What follows belongs to an exercise in optimizing a design on an open flow for small area, a short achievable clock period and few clock cycles per item; a production flow would make more cautious choices.
In this exercise RTL edits were held to simulation tests only and were not proved equivalent to the original.

run 1:
// l3_gan
module l3_gan (
    input               clk,
    input               rst,
    input               start,
    input  signed [15:0] x1,
    input  signed [15:0] x2,
    input  signed [15:0] x3,
    input  signed [15:0] x4,
    input  signed [16*4*4-1:0] L1_w,
    input  signed [16*4-1:0]   L1_b,
    input  signed [16*2*4-1:0] L2_w,
    input  signed [16*2-1:0]   L2_b,
    input  signed [16*1*2-1:0] L3_w,
    input  signed [16*1-1:0]   L3_b,
    input  signed [16*1*1-1:0] L4_w,
    input  signed [16*1-1:0]   L4_b,
    input  signed [16*1*1-1:0] L5_w,
    input  signed [16*1-1:0]   L5_b,
    input  signed [16*2*1-1:0] L6_w,
    input  signed [16*2-1:0]   L6_b,
    input  signed [16*4*2-1:0] L7_w,
    input  signed [16*4-1:0]   L7_b,
    input  signed [16*4*4-1:0] L8_w,
    input  signed [16*4-1:0]   L8_b,
    output signed [15:0] out1,
    output signed [15:0] out2,
    output signed [15:0] out3,
    output signed [15:0] out4,
    output reg           done
);
For scale: ~4,000 cells after synthesis, roughly 210 flip-flops, roughly 1,300 I/O pins, about 42,000 µm² of cells after synthesis.
==> flow/config.mk <==
export PLATFORM = sky130hd
export DESIGN_NAME = l3_gan
export DESIGN_NICKNAME = l3_gan
export VERILOG_FILES = /design/flow/design.v
export SDC_FILE = /design/flow/constraint.sdc
export NUM_CORES = 4
export LEC_CHECK = 0
export CAP_MARGIN = 50
export CORE_AREA = 5 5 465 465
export DIE_AREA = 0 0 470 470
export SETUP_SLACK_MARGIN = 5
export SLEW_MARGIN = 50
export SYNTH_HIERARCHICAL = 1
export SYNTH_MINIMUM_KEEP_SIZE = 0
==> flow/constraint.sdc <==
create_clock -name core_clock -period 12.0 [get_ports {clk}]
set_input_delay 2.4000 -clock core_clock [delete_from_list [all_inputs] [get_ports {clk}]]
set_output_delay 2.4000 -clock core_clock [all_outputs]
set_load 0.01 [all_outputs]
standard.sh (not shown) runs the stock make flow with config.mk's settings and CLKGATE_MAP_FILE= SYNTH_SCRIPT=/design/flow/synth_recipe.tcl, a recipe that flattens the netlist after the stock synthesis.
==> flow/flow/run.sh <==
#!/bin/bash
set -e
cp standard.sh standard.sh.txt
cp config.mk config.mk.txt
export BUFFER_PORTS_ARGS="-buffer_cell sky130_fd_sc_hd__buf_1"
bash standard.sh > standard.log 2>&1
The flow did not stop early for run 1: all stages ran, and the layout cleared the timing, DRC and antenna checks.
Testbench counts of run 1, summed over its fixed seeds: cycles 28,800, items 1,600.
The following lists how run 2 was set up differently from run 1:
- an added CORE_UTILIZATION of 35
- a deleted DIE_AREA that had been 0 0 470 470
- a change of SETUP_SLACK_MARGIN from 5 to 4.5
- a deleted CORE_AREA that had been 5 5 465 465
- an added CORE_MARGIN of 2
==> summary.txt <==
- Run 2 failed in I/O pin placement (3_2_place_iop) with PPL-0024.
- Taking run 1 as the reference, in run 2 proportion of register bits with asynchronous set or reset after synthesis did not really move, x dimension of the die lower, xor and xnor fraction of the mapped netlist area stayed essentially flat, share of the yosys chip area belonging to registers has remained practically unchanged.
- Comparing run 1 and run 2, the higher floorplan die height was measured on run 1.
- Comparing run 1 and run 2, the higher number of cell rows is on run 1.
- On count of state elements after synthesis, run 1 and run 2 are basically level.
#### Input delta (run 3 over run 2)
- a deleted CORE_MARGIN that had been 2
- an added CORE_AREA of 5 5 465 465
- a change of SETUP_SLACK_MARGIN from 4.5 to 3.5
- a deleted CORE_UTILIZATION that had been 35
- an added DIE_AREA of 0 0 470 470
==> flow/run.sh (new file) <==
#!/bin/bash
# synth_recipe.tcl (not shown) runs the flow's synth.tcl, then flattens the netlist and writes it again
# the make line also repeats each setting of config.mk as NAME=value (left out here)
make -C /OpenROAD-flow-scripts/flow DESIGN_CONFIG=/design/flow/config.mk WORK_HOME=/design/flow/orfs CLKGATE_MAP_FILE= SYNTH_SCRIPT=/design/flow/synth_recipe.tcl finish
removed: flow/flow/run.sh
removed: flow/standard.sh
--- outcome ---
- Per the final summary, run 3 finished and its layout is clean on timing, DRC and antenna.
- Looking at floorplan row count, run 3 sits 32% above run 2.
- Initial cell density of the core: run 3 vs run 2 down 15 points
- Run 3 — die width 34% higher, run 2 as reference

---

l3_gan again, from the RTL that the note above started with.
Design l3_gan, start of the top module:
module l3_gan (
    input               clk,
    input               rst,
    input               start,
    input  signed [15:0] x1,
    input  signed [15:0] x2,
    input  signed [15:0] x3,
    input  signed [15:0] x4,
    input  signed [16*4*4-1:0] L1_w,
    input  signed [16*4-1:0]   L1_b,
    input  signed [16*2*4-1:0] L2_w,
    input  signed [16*2-1:0]   L2_b,
    input  signed [16*1*2-1:0] L3_w,
    input  signed [16*1-1:0]   L3_b,
    input  signed [16*1*1-1:0] L4_w,
    input  signed [16*1-1:0]   L4_b,
    input  signed [16*1*1-1:0] L5_w,
    input  signed [16*1-1:0]   L5_b,
    input  signed [16*2*1-1:0] L6_w,
    input  signed [16*2-1:0]   L6_b,
    input  signed [16*4*2-1:0] L7_w,
    input  signed [16*4-1:0]   L7_b,
    input  signed [16*4*4-1:0] L8_w,
    input  signed [16*4-1:0]   L8_b,
    output signed [15:0] out1,
    output signed [15:0] out2,
    output signed [15:0] out3,
    output signed [15:0] out4,
    output reg           done
);
export LEC_CHECK = 0
export CAP_MARGIN = 50
export CORE_AREA = 5 5 465 465
export DIE_AREA = 0 0 470 470
export SETUP_SLACK_MARGIN = 4.5
export SLEW_MARGIN = 50
export SYNTH_HIERARCHICAL = 1
export SYNTH_MINIMUM_KEEP_SIZE = 0
create_clock -name core_clock -period 12.0 [get_ports {clk}]
==> flow/flow/run.sh <==
#!/bin/bash
set -e
cp standard.sh standard.sh.txt
cp config.mk config.mk.txt
export BUFFER_PORTS_ARGS="-buffer_cell sky130_fd_sc_hd__buf_1"
bash standard.sh > standard.log 2>&1
Testbench counts at the start, summed over its fixed seeds: cycles 28,800, items 1,600.
Edit:
CAP_MARGIN = 20   (was 50)
PLACE_DENSITY = 0.65   (was not set)
SLEW_MARGIN = 20   (was 50)
What happened: Final cell count fell by 0.80%. Hold slack stays flat. Via count hardly moves. Critical path depth is lower by 4. Wire length rises by about 2%. Non-clock buffer count is lower by 74.
Edit:
PLACE_DENSITY = 0.7   (was 0.65)
Routed wire length is higher slightly; sequential share of layout area stays flat; worst setup slack degrades by 130 ps; final area is lower slightly; via count barely changes; non-clock buffer count is lower by 10; synthesized cell count is unchanged.
Edit:
==> flow/run.sh (new file) <==
#!/bin/bash
# synth_recipe.tcl (not shown) runs the flow's synth.tcl, then flattens the netlist and writes it again
# the make line also repeats each setting of config.mk as NAME=value (left out here)
make -C /OpenROAD-flow-scripts/flow DESIGN_CONFIG=/design/flow/config.mk WORK_HOME=/design/flow/orfs CLKGATE_MAP_FILE= SYNTH_SCRIPT=/design/flow/synth_recipe.tcl finish
CAP_MARGIN = 50   (was 20)
CORE_AREA = not set   (was 5 5 465 465)
CORE_MARGIN = 2   (was not set)
CORE_UTILIZATION = 35   (was not set)
DIE_AREA = not set   (was 0 0 470 470)
PLACE_DENSITY = not set   (was 0.7)
SETUP_SLACK_MARGIN = 3.5   (was 4.5)
SLEW_MARGIN = 50   (was 20)
removed: flow/flow/run.sh
removed: flow/standard.sh
With this change the flow aborted during 3_2_place_iop.
Synthesized area stays the same.
Synthesized cell count is unchanged.

[afterwards: timing with drivers on the ports]
Ports are ideal in the flow. The routed layouts listed here were re-timed in OpenROAD.
Step 1 assumes that a clkbuf_16 drives the clock port and a buf_2 every other input.
Step 2 adds t to the input delays and takes it off the output delays; t is the mean of the earliest and latest rising clock arrival at the registers after step 1. Input paths then give back, and output paths get back, about the clock's delay inside the block.
a / b / c = ideal ports / drivers / drivers and shift; a / b = the first two.
run | t (ns) | setup slack, ns | latest minus earliest clock arrival (ns) | worst register clock-pin slew, ns
run 1 | 0.667 | 3.844 / 3.844 / 3.844 | 0.039 / 0.039 | 0.09 / 0.09
run 3 | 0.661 | 3.538 / 3.538 / 3.538 | 0.050 / 0.051 | 0.08 / 0.08
the first run of note 2 | 0.665 | 3.783 / 3.783 / 3.783 | 0.042 / 0.042 | 0.09 / 0.09
the second run of note 2 | 0.677 | 3.920 / 3.920 / 3.920 | 0.043 / 0.044 | 0.08 / 0.08
the third run of note 2 | 0.672 | 3.789 / 3.789 / 3.789 | 0.026 / 0.026 | 0.07 / 0.07
After both steps setup and hold are still met in every run listed.
